This design comes from an exercise in tuning for small area on the open sky130 flow, not from production work. At most, simulation tests tie the RTL to the original design; equivalence was not proved. The flow treats the clock pin as an ideal source. Dropping or thinning the clock tree relies on that and would not hold on a real chip. Power figures rest on the tool's default switching activity, not on a simulated workload.

== v6 ==
## VGAanimatedObject
module VGAanimatedObject (clk, rst, switch, push, hsync, vsync, rgb);
export LEC_CHECK = 0
export CAP_MARGIN = 20
export CORE_MARGIN = 2
export CORE_UTILIZATION = 70
export SLEW_MARGIN = 20
create_clock -name core_clock -period 10.0 [get_ports {clk}]
standard.sh (not shown) runs the stock make flow with config.mk's settings and CLKGATE_MAP_FILE= SYNTH_SCRIPT=/design/flow/synth_recipe.tcl, a recipe that flattens the netlist after the stock synthesis.
==> flow/flow/run.sh <==
#!/bin/bash
# Layout flow: the standard ORFS flow (standard.sh) with three changes.
#  1. After the standard synthesis, the logic between the flip-flops is mapped
#     again by ABC for area (flow/resyn.tcl, three runs: flow/area*.abc);
#     the flip-flops stay as the
#     standard synthesis made them. flow/equiv.tcl proves each new netlist
#     equal to the standard one; the smallest proven one is used, else the
#     standard netlist is kept.
#  2. Ports are buffered with buf_1.
#  3. The clock tree is four clock buffers, one per quarter of the flip-flops,
#     made by flow/pre_cts.tcl in place of TritonCTS's H-tree.
# Each tool's output goes to a log file in this folder (ORFS's steps also log
# to orfs/logs/).
set -euo pipefail
here=$(pwd)
res=$here/orfs/results/$FLOW_PLATFORM/VGAanimatedObject/base
YOSYS=$(command -v yosys || echo "$FLOW_HOME/../tools/install/yosys/bin/yosys")
export RESYN_LIB=$FLOW_HOME/platforms/$FLOW_PLATFORM/lib/sky130_fd_sc_hd__tt_025C_1v80.lib
export RESYN_DONT_USE=$(awk '/^export DONT_USE_CELLS/{on=1} on{print; if ($0 !~ /\\$/) on=0}' \
  "$FLOW_HOME/platforms/$FLOW_PLATFORM/config.mk" | grep -o 'sky130_fd_sc_hd__[a-z0-9_]*' | tr '\n' ' ')
export MANUAL_CTS_GROUPS=4
export MANUAL_CTS_BUF=sky130_fd_sc_hd__clkbuf_8
export MANUAL_CTS_ROOT=

bash standard.sh synth > make_synth.log 2>&1
export RESYN_IN=$here/std_netlist.v
cp "$res/1_2_yosys.v" "$RESYN_IN"
# Three ABC runs from different starting points, side by side; the smallest
# netlist that is proven equal to the standard one is used.
best=""
best_area=""
for k in area area_s1 area_b; do
  (
    export RESYN_SCRIPT=$here/flow/$k.abc RESYN_OUT=$here/resyn_$k.v RESYN_STAT=$here/resyn_stat_$k.txt
    "$YOSYS" -c flow/resyn.tcl > yosys_resyn_$k.log 2>&1 &&
      "$YOSYS" -c flow/equiv.tcl > yosys_equiv_$k.log 2>&1 &&
      touch resyn_ok_$k
  ) &
done
wait
for k in area area_s1 area_b; do
  if [[ -f resyn_ok_$k ]]; then
    a=$(awk '/Chip area/ {print $NF}' resyn_stat_$k.txt)
    echo "$k: $a" >> resyn_choice.txt
    if [[ -z "$best" ]] || awk -v a="$a" -v b="$best_area" 'BEGIN {exit !(a < b)}'; then
      best=$k; best_area=$a
    fi
  else
    echo "$k: failed or not proven" >> resyn_choice.txt
  fi
done
if [[ -n "$best" ]]; then
  echo "using resyn_$best.v" >> resyn_choice.txt
  cp "$here/resyn_$best.v" "$res/1_2_yosys.v"
else
  echo "keeping the standard netlist" >> resyn_choice.txt
fi

bash standard.sh \
  "BUFFER_PORTS_ARGS=-buffer_cell sky130_fd_sc_hd__buf_1" \
  "PRE_CTS_TCL=$here/flow/pre_cts.tcl" \
  finish > make_finish.log 2>&1
Other scripts of this flow, unchanged in this note and not shown: flow/flow/area.abc, flow/flow/area_b.abc, flow/flow/area_s1.abc, flow/flow/equiv.tcl, flow/flow/manual_cts.tcl, flow/flow/pre_cts.tcl, flow/flow/resyn.tcl
#### Input delta (v7 over v6)
diff --git a/flow/flow/run.sh b/flow/flow/run.sh
--- a/flow/flow/run.sh
+++ b/flow/flow/run.sh
@@ -4 +4 @@
-#     again by ABC for area (flow/resyn.tcl, three runs: flow/area*.abc);
+#     again by ABC for area (flow/resyn.tcl, six runs: flow/area*.abc);
@@ -28 +28 @@
-# Three ABC runs from different starting points, side by side; the smallest
+# Six ABC runs from different starting points, side by side; the smallest
@@ -32 +32 @@
-for k in area area_s1 area_b; do
+for k in area area_s1 area_s2 area_s3 area_s4 area_b; do
@@ -41 +41 @@
-for k in area area_s1 area_b; do
+for k in area area_s1 area_s2 area_s3 area_s4 area_b; do
==> flow/flow/area_s2.abc (new file) <==
strash
&get -n
&deepsyn -T 60 -S 2
&put
amap
topo
==> flow/flow/area_s3.abc (new file) <==
strash
&get -n
&deepsyn -T 60 -S 3
&put
amap
topo
==> flow/flow/area_s4.abc (new file) <==
strash
&get -n
&deepsyn -T 60 -S 4
&put
amap
topo
### Flow results
Compared with v6, v7 shows a sequential portion of the cell area that is 0.25 points lower.
Delta (v7 minus v6): instance count after placement with tap cells included now sits higher; fmax increased about 8%; y dimension of the die barely changed; proportion of layout cells with a drive suffix above 1 up 0.26 points.
Summary of v7 over v6: total track usage barely changed, detailed-routing wirelength on met1 has increased.
As far as number of instances in the synthesized netlist is concerned, v6 and v7 perform about the same.
v7 vs v6: time the final worst path needs with I/O delays and setup down in v7
In every run of this note, the design's own scripts or RTL, not TritonCTS, make the clock network.

---

the baseline:
The RTL this note starts from:
==> flow/design.v <==
module vgaSync (clk, rst, hsync, vsync, video_on, pixel_x, pixel_y);
input         clk, rst;
output        hsync, vsync, video_on;
output  [9:0] pixel_x, pixel_y;
reg    [11:0] t;
reg     [9:0] v;
reg           h_sync, v_sync;
wire    [9:0] h = t[11:2];
wire          t_end = t[11] & t[10] & (&t[6:0]);    
wire          v_end = v[9] & v[3] & v[2];            
always @(posedge clk) begin
  if (rst) begin
    t <= 12'd3;
    v <= 10'd0;
    h_sync <= 1'b0;
    v_sync <= 1'b0;
  end else begin
    t <= t_end ? 12'd0 : t + 12'd1;
    if (t_end)
      v <= v_end ? 10'd0 : v + 10'd1;
    h_sync <= h[9] & h[7] & (h[6] | h[5] | h[4]) & ~(h[6] & h[5] & h[4]);  
    v_sync <= v[9] & ~v[3] & ~v[2] & (v[1] ^ v[0]);                        
  end
end
assign hsync = h_sync;
assign vsync = v_sync;
assign video_on = ~(h[9] & (h[8] | h[7])) & ~(v[9] | (&v[8:5]));   
assign pixel_x = h;
assign pixel_y = v;
endmodule
module pixelGeneration (clk, rst, switch, pixel_x, pixel_y, push, video_on, rgb);
input               clk, rst, switch;
input       [9:  0] pixel_x, pixel_y;
input               video_on;
input       [3:  0] push;
output      [2:  0] rgb;
localparam [16:0] R0 = 17'h00001;
localparam [16:0] R_LAST = 17'h0938c;
reg  [16:0] r;
reg  [2:0]  q;
reg         s;
reg  [3:0]  push_q1;
reg         mv_y, mv_x, mv_dec;    
reg  [8:0]  xa, ya;                
wire        r_end = (r == R_LAST);
wire        ge_mid = switch ? q[2] : (|q);
wire        ge_max = switch ? (&q & r_end) : (q[2] | q[1] | (q[0] & r_end));
wire        slow_en = ~s & ge_mid;
wire [3:0]  d_next = push & push_q1;
always @(posedge clk) begin
  if (rst) begin
    r <= R0;
    q <= 3'd0;
    s <= 1'b0;
  end else begin
    s <= ge_mid;
    if (ge_max) begin
      r <= R0;
      q <= 3'd0;
    end else if (r_end) begin
      r <= R0;
      q <= q + 3'd1;
    end else begin
      r <= {r[15:0], r[16] ^ r[13]};
    end
  end
end
always @(posedge clk) begin
  if (rst) begin
    push_q1 <= 4'd0;
    mv_y <= 1'b0;
    mv_x <= 1'b0;
    mv_dec <= 1'b0;
    xa <= 9'd160;
    ya <= 9'd110;
  end else if (slow_en) begin
    push_q1 <= push;
    mv_y <= d_next[0] | d_next[3];
    mv_x <= d_next[2] | d_next[1];
    mv_dec <= ~d_next[0] & (d_next[3] | d_next[2]);
    if (mv_y)
      ya <= mv_dec ? ya - 9'd5 : ya + 9'd5;
    else if (mv_x)
      xa <= mv_dec ? xa - 9'd5 : xa + 9'd5;
  end
end
wire [9:0]  dx = {1'b0, pixel_x[9:1]} - {1'b0, xa};
wire [9:0]  dy = {1'b0, pixel_y[9:1]} - {1'b0, ya};
wire        x_on = (dx[9:5] == 5'd0) & (dx[4:0] < 5'd20) & ((|dx[4:0]) | pixel_x[0]);
wire        y_on = (dy[9:5] == 5'd0) & (dy[4:0] < 5'd20) & ((|dy[4:0]) | pixel_y[0]);
wire        square_on = x_on & y_on;
assign rgb = {1'b0, video_on & square_on, video_on & ~square_on};
endmodule
module VGAanimatedObject (clk, rst, switch, push, hsync, vsync, rgb);
input         clk, rst;
input         switch;
input   [3:0] push;
output        hsync, vsync;
output  [2:0] rgb;
wire          video_on;
wire    [9:0] pixel_x, pixel_y;
vgaSync vgaSync(
  .clk(clk),
  .rst(rst),
  .hsync(hsync),
  .vsync(vsync),
  .video_on(video_on),
  .pixel_x(pixel_x),
  .pixel_y(pixel_y)
);
pixelGeneration pixelGeneration(
  .clk(clk),
  .rst(rst),
  .push(push),
  .switch(switch),
  .pixel_x(pixel_x),
  .pixel_y(pixel_y),
  .video_on(video_on),
  .rgb(rgb)
);
endmodule
Settings: LEC_CHECK=0, CAP_MARGIN=20, CORE_MARGIN=2, CORE_UTILIZATION=40, CTS_CLUSTER_DIAMETER=500, CTS_CLUSTER_SIZE=100, SLEW_MARGIN=20; clock period 10.0 ns.
run.sh (not shown) runs the stock make flow with config.mk's settings and CLKGATE_MAP_FILE= SYNTH_SCRIPT=/design/flow/synth_recipe.tcl, a recipe that flattens the netlist after the stock synthesis.
Stock flow here: none of the scripts above is used.
[inputs] the candidate vs the baseline
- a deleted CTS_CLUSTER_DIAMETER that had been 500
- a deleted CTS_CLUSTER_SIZE that had been 100
## What came out
Comparing the baseline against the candidate, there is no change at all in post-layout worst setup margin.
Going from the baseline to the candidate, first-pass GRT wire length ~0 delta, synthesized area now sits at about the same level, sum of routed wire segments on met1 about even.
Function was not checked in any run of this note: the RTL went through the layout flow alone.

---

## run A
VGAanimatedObject with an RTL version that a note above also has.
For scale: ~360 cells after synthesis, about 12 I/O pins, ~2800 µm² of cells after synthesis.
clock: 10.0 ns
lec_check: 0
cap_margin: 20
core_margin: 2
core_utilization: 70
slew_margin: 20
standard.sh (not shown) runs the stock make flow with config.mk's settings and CLKGATE_MAP_FILE= SYNTH_SCRIPT=/design/flow/synth_recipe.tcl, a recipe that flattens the netlist after the stock synthesis.
==> flow/flow/run.sh <==
#!/bin/bash
# Layout flow: the standard ORFS flow (standard.sh) with three changes.
#  1. After the standard synthesis, the logic between the flip-flops is mapped
#     again by ABC for area (flow/resyn.tcl, six runs: flow/area*.abc);
#     the flip-flops stay as the
#     standard synthesis made them. flow/equiv.tcl proves each new netlist
#     equal to the standard one; the smallest proven one is used, else the
#     standard netlist is kept.
#  2. Ports are buffered with buf_1.
#  3. The clock tree is four clock buffers, one per quarter of the flip-flops,
#     made by flow/pre_cts.tcl in place of TritonCTS's H-tree.
# Each tool's output goes to a log file in this folder (ORFS's steps also log
# to orfs/logs/).
set -euo pipefail
here=$(pwd)
res=$here/orfs/results/$FLOW_PLATFORM/VGAanimatedObject/base
YOSYS=$(command -v yosys || echo "$FLOW_HOME/../tools/install/yosys/bin/yosys")
export RESYN_LIB=$FLOW_HOME/platforms/$FLOW_PLATFORM/lib/sky130_fd_sc_hd__tt_025C_1v80.lib
export RESYN_DONT_USE=$(awk '/^export DONT_USE_CELLS/{on=1} on{print; if ($0 !~ /\\$/) on=0}' \
  "$FLOW_HOME/platforms/$FLOW_PLATFORM/config.mk" | grep -o 'sky130_fd_sc_hd__[a-z0-9_]*' | tr '\n' ' ')
export MANUAL_CTS_GROUPS=4
export MANUAL_CTS_BUF=sky130_fd_sc_hd__clkbuf_8
export MANUAL_CTS_ROOT=

bash standard.sh synth > make_synth.log 2>&1
export RESYN_IN=$here/std_netlist.v
cp "$res/1_2_yosys.v" "$RESYN_IN"
# Six ABC runs from different starting points, side by side; the smallest
# netlist that is proven equal to the standard one is used.
best=""
best_area=""
for k in area area_s1 area_s2 area_s3 area_s4 area_b; do
  (
    export RESYN_SCRIPT=$here/flow/$k.abc RESYN_OUT=$here/resyn_$k.v RESYN_STAT=$here/resyn_stat_$k.txt
    "$YOSYS" -c flow/resyn.tcl > yosys_resyn_$k.log 2>&1 &&
      "$YOSYS" -c flow/equiv.tcl > yosys_equiv_$k.log 2>&1 &&
      touch resyn_ok_$k
  ) &
done
wait
for k in area area_s1 area_s2 area_s3 area_s4 area_b; do
  if [[ -f resyn_ok_$k ]]; then
    a=$(awk '/Chip area/ {print $NF}' resyn_stat_$k.txt)
    echo "$k: $a" >> resyn_choice.txt
    if [[ -z "$best" ]] || awk -v a="$a" -v b="$best_area" 'BEGIN {exit !(a < b)}'; then
      best=$k; best_area=$a
    fi
  else
    echo "$k: failed or not proven" >> resyn_choice.txt
  fi
done
if [[ -n "$best" ]]; then
  echo "using resyn_$best.v" >> resyn_choice.txt
  cp "$here/resyn_$best.v" "$res/1_2_yosys.v"
else
  echo "keeping the standard netlist" >> resyn_choice.txt
fi

bash standard.sh \
  "BUFFER_PORTS_ARGS=-buffer_cell sky130_fd_sc_hd__buf_1" \
  "PRE_CTS_TCL=$here/flow/pre_cts.tcl" \
  finish > make_finish.log 2>&1
==> flow/flow/area.abc <==
strash
&get -n
&deepsyn -T 240
&put
amap
topo
==> flow/flow/area_b.abc <==
strash
balance
&get -n
&deepsyn -T 240
&put
amap
topo
==> flow/flow/area_s1.abc <==
strash
&get -n
&deepsyn -T 240 -S 1
&put
amap
topo
==> flow/flow/area_s2.abc <==
strash
&get -n
&deepsyn -T 240 -S 2
&put
amap
topo
==> flow/flow/area_s3.abc <==
strash
&get -n
&deepsyn -T 240 -S 3
&put
amap
topo
==> flow/flow/area_s4.abc <==
strash
&get -n
&deepsyn -T 240 -S 4
&put
amap
topo
==> flow/flow/equiv.tcl <==
# Proves that the re-mapped netlist does what the standard synthesis netlist
# does: the flip-flops are the same and matched by name, so each flip-flop
# input and each output is proven equal as a function of flip-flop outputs
# and inputs. env: RESYN_LIB, RESYN_IN (gold), RESYN_OUT (gate)
yosys -import
read_liberty -ignore_miss_func $::env(RESYN_LIB)
read_verilog $::env(RESYN_IN)
yosys rename $::env(FLOW_TOP) gold
read_verilog $::env(RESYN_OUT)
yosys rename $::env(FLOW_TOP) gate
flatten gold gate
yosys rename -hide w:_*
opt_clean -purge
equiv_make gold gate equiv
hierarchy -top equiv
equiv_simple -seq 2
equiv_induct -seq 2
equiv_status -assert
==> flow/flow/resyn.tcl <==
# Area-driven re-mapping of the standard synthesis netlist's logic.
# The flip-flops are kept as they are (same cells, same names); every other
# cell is opened up into its liberty function and mapped again by ABC with an
# area script (the standard synthesis maps for speed).
# env: RESYN_LIB (liberty), RESYN_IN, RESYN_OUT, RESYN_SCRIPT, RESYN_DONT_USE
yosys -import
read_liberty -ignore_miss_func $::env(RESYN_LIB)
blackbox sky130_fd_sc_hd__dfxtp_1
read_verilog $::env(RESYN_IN)
hierarchy -top $::env(FLOW_TOP)
flatten
opt_clean -purge
set dont_use {}
foreach c $::env(RESYN_DONT_USE) { lappend dont_use -dont_use $c }
abc -script $::env(RESYN_SCRIPT) -liberty $::env(RESYN_LIB) {*}$dont_use
opt_clean -purge
splitnets
opt_clean -purge
hilomap -singleton -hicell sky130_fd_sc_hd__conb_1 HI -locell sky130_fd_sc_hd__conb_1 LO
insbuf -buf sky130_fd_sc_hd__buf_1 A X
yosys rename -hide w:_*
opt_clean -purge
tee -o $::env(RESYN_STAT) stat -liberty $::env(RESYN_LIB)
write_verilog -noattr -nohex -nodec $::env(RESYN_OUT)
Other scripts of this flow, unchanged in this note and not shown: flow/flow/manual_cts.tcl, flow/flow/pre_cts.tcl
The following lists how run B was set up differently from run A:
==> flow/flow/run.sh <==
#!/bin/bash
# Layout flow: the standard ORFS flow (standard.sh) with three changes.
#  1. After the standard synthesis, the logic between the flip-flops is mapped
#     again by ABC for area (flow/resyn.tcl); the flip-flops stay as the
#     standard synthesis made them. flow/equiv.tcl proves the new netlist
#     equal to the standard one, else the standard netlist is kept.
#  2. Ports are buffered with buf_1.
#  3. The clock tree is four clock buffers, one per quarter of the flip-flops,
#     made by flow/pre_cts.tcl in place of TritonCTS's H-tree.
# Each tool's output goes to a log file in this folder (ORFS's steps also log
# to orfs/logs/).
set -euo pipefail
here=$(pwd)
res=$here/orfs/results/$FLOW_PLATFORM/VGAanimatedObject/base
YOSYS=$(command -v yosys || echo "$FLOW_HOME/../tools/install/yosys/bin/yosys")
export RESYN_LIB=$FLOW_HOME/platforms/$FLOW_PLATFORM/lib/sky130_fd_sc_hd__tt_025C_1v80.lib
export RESYN_DONT_USE=$(awk '/^export DONT_USE_CELLS/{on=1} on{print; if ($0 !~ /\\$/) on=0}' \
  "$FLOW_HOME/platforms/$FLOW_PLATFORM/config.mk" | grep -o 'sky130_fd_sc_hd__[a-z0-9_]*' | tr '\n' ' ')
export RESYN_SCRIPT=$here/flow/area.abc
export RESYN_IN=$here/std_netlist.v
export RESYN_OUT=$here/resyn_netlist.v
export MANUAL_CTS_GROUPS=4
export MANUAL_CTS_BUF=sky130_fd_sc_hd__clkbuf_8
export MANUAL_CTS_ROOT=

bash standard.sh synth > make_synth.log 2>&1
cp "$res/1_2_yosys.v" "$RESYN_IN"
if "$YOSYS" -c flow/resyn.tcl > yosys_resyn.log 2>&1 &&
   "$YOSYS" -c flow/equiv.tcl > yosys_equiv.log 2>&1; then
  echo "using the re-mapped netlist" > resyn_choice.txt
  cp "$RESYN_OUT" "$res/1_2_yosys.v"
else
  echo "re-mapping failed or was not proven: keeping the standard netlist" > resyn_choice.txt
fi

bash standard.sh \
  "BUFFER_PORTS_ARGS=-buffer_cell sky130_fd_sc_hd__buf_1" \
  "PRE_CTS_TCL=$here/flow/pre_cts.tcl" \
  finish > make_finish.log 2>&1
==> flow/flow/area.abc <==
strash
&get -n
&deepsyn -T 60
&put
amap
topo
diff --git a/flow/flow/resyn.tcl b/flow/flow/resyn.tcl
--- a/flow/flow/resyn.tcl
+++ b/flow/flow/resyn.tcl
@@ -23 +23 @@
-tee -o $::env(RESYN_STAT) stat -liberty $::env(RESYN_LIB)
+tee -o resyn_stat.txt stat -liberty $::env(RESYN_LIB)
removed: flow/flow/area_b.abc
removed: flow/flow/area_s1.abc
removed: flow/flow/area_s2.abc
removed: flow/flow/area_s3.abc
removed: flow/flow/area_s4.abc
[summary]
- The final worst hold slack was comparable across run B and run A.
- Of run B and run A, the lower combinational fraction of design power belongs to run A.
- Run A → run B: met1 capacity usage during global routing +0.38 points; die area +about 0.6%; number of nets produced by synthesis +2.
- Diff run A..run B | number of cells on the worst hold path | unchanged
- The flow did not stop early for run B: all stages ran, and the layout cleared the timing, design-rule and antenna checks.
[inputs] run C vs run B
# run B
export LEC_CHECK = 0
export CAP_MARGIN = 20
export CORE_MARGIN = 2
export CORE_UTILIZATION = 70
export SLEW_MARGIN = 20
create_clock -name core_clock -period 10.0 [get_ports {clk}]
# run C
export LEC_CHECK = 0
export CAP_MARGIN = 20
export CORE_MARGIN = 2
export CORE_UTILIZATION = 78
export SLEW_MARGIN = 20
create_clock -name core_clock -period 10.0 [get_ports {clk}]
## What came out
Well tap count: run C vs run B down 2
Compared with run B, run C shows total power higher by about 0.3%.
Highest net fanout along the worst path: run B vs run C identical
Relative to run C, the following input files were edited for run D:
# run C
export LEC_CHECK = 0
export CAP_MARGIN = 20
export CORE_MARGIN = 2
export CORE_UTILIZATION = 78
export SLEW_MARGIN = 20
create_clock -name core_clock -period 10.0 [get_ports {clk}]
# run D
export LEC_CHECK = 0
export CAP_MARGIN = 20
export CORE_MARGIN = 2
export CORE_UTILIZATION = 60
export SLEW_MARGIN = 20
create_clock -name core_clock -period 10.0 [get_ports {clk}]
==> comparison <==
- Per the final summary, run D finished and its layout is clean on timing, DRC and antenna.
- ~same power share of the clock group in run C and run D
- Of run C and run D, the higher critical path depth belongs to run C.
- Compared with run C, in run D first-pass GRT wire length -about 8%; area of the core rose by 29%; combinational-cell power consumption went down about 4%.
- Going from run C to run D, number of fill cells in the layout grows by 190.
- Going from run C to run D, combinational cell fraction of total power shrinks by 0.2 points.
- The global routing met3 resource utilization number comes out lower for run D vs run C.
No run of this note takes its clock network from TritonCTS; it comes from the design's own scripts or RTL.

## afterwards: timing with drivers on the ports
Ports are ideal in the flow. The routed layouts listed here were re-timed in OpenROAD.
Step 1 (the two cells are an assumption about what drives the block):
set clk [get_ports {clk}]
set_driving_cell -lib_cell sky130_fd_sc_hd__clkbuf_16 $clk
set_driving_cell -lib_cell sky130_fd_sc_hd__buf_2 [delete_from_list [all_inputs] $clk]
Step 2 moves the port delays by t, midway between the first and last clock arrival at a register: inputs arrive t later, outputs are due t later. That takes back most of the time a late clock gives input paths.
a / b / c = no drivers / after step 1 / after step 2; a / b = the first two.
run	t (ns)	slack for setup (ns)	latest minus earliest clock arrival (ns)	worst data-port slew with drivers (ns)	pins driven straight from the clock port
v6	0.211	3.491 / 3.516 / 3.304	0.009 / 0.009	0.03	4
v7	0.214	3.981 / 4.018 / 3.803	0.011 / 0.011	0.03	4
the baseline	0.379	4.758 / 4.725 / 5.104	0.005 / 0.006	0.03	1
the candidate	0.379	4.758 / 4.725 / 5.104	0.005 / 0.006	0.03	1
run A	0.211	3.491 / 3.516 / 3.304	0.009 / 0.009	0.03	4
run B	0.212	3.841 / 3.877 / 3.665	0.008 / 0.008	0.03	4
run C	0.212	3.776 / 3.812 / 3.600	0.006 / 0.006	0.03	4
run D	0.217	4.009 / 4.047 / 3.829	0.012 / 0.011	0.03	4
After both steps every run listed still meets setup and hold.
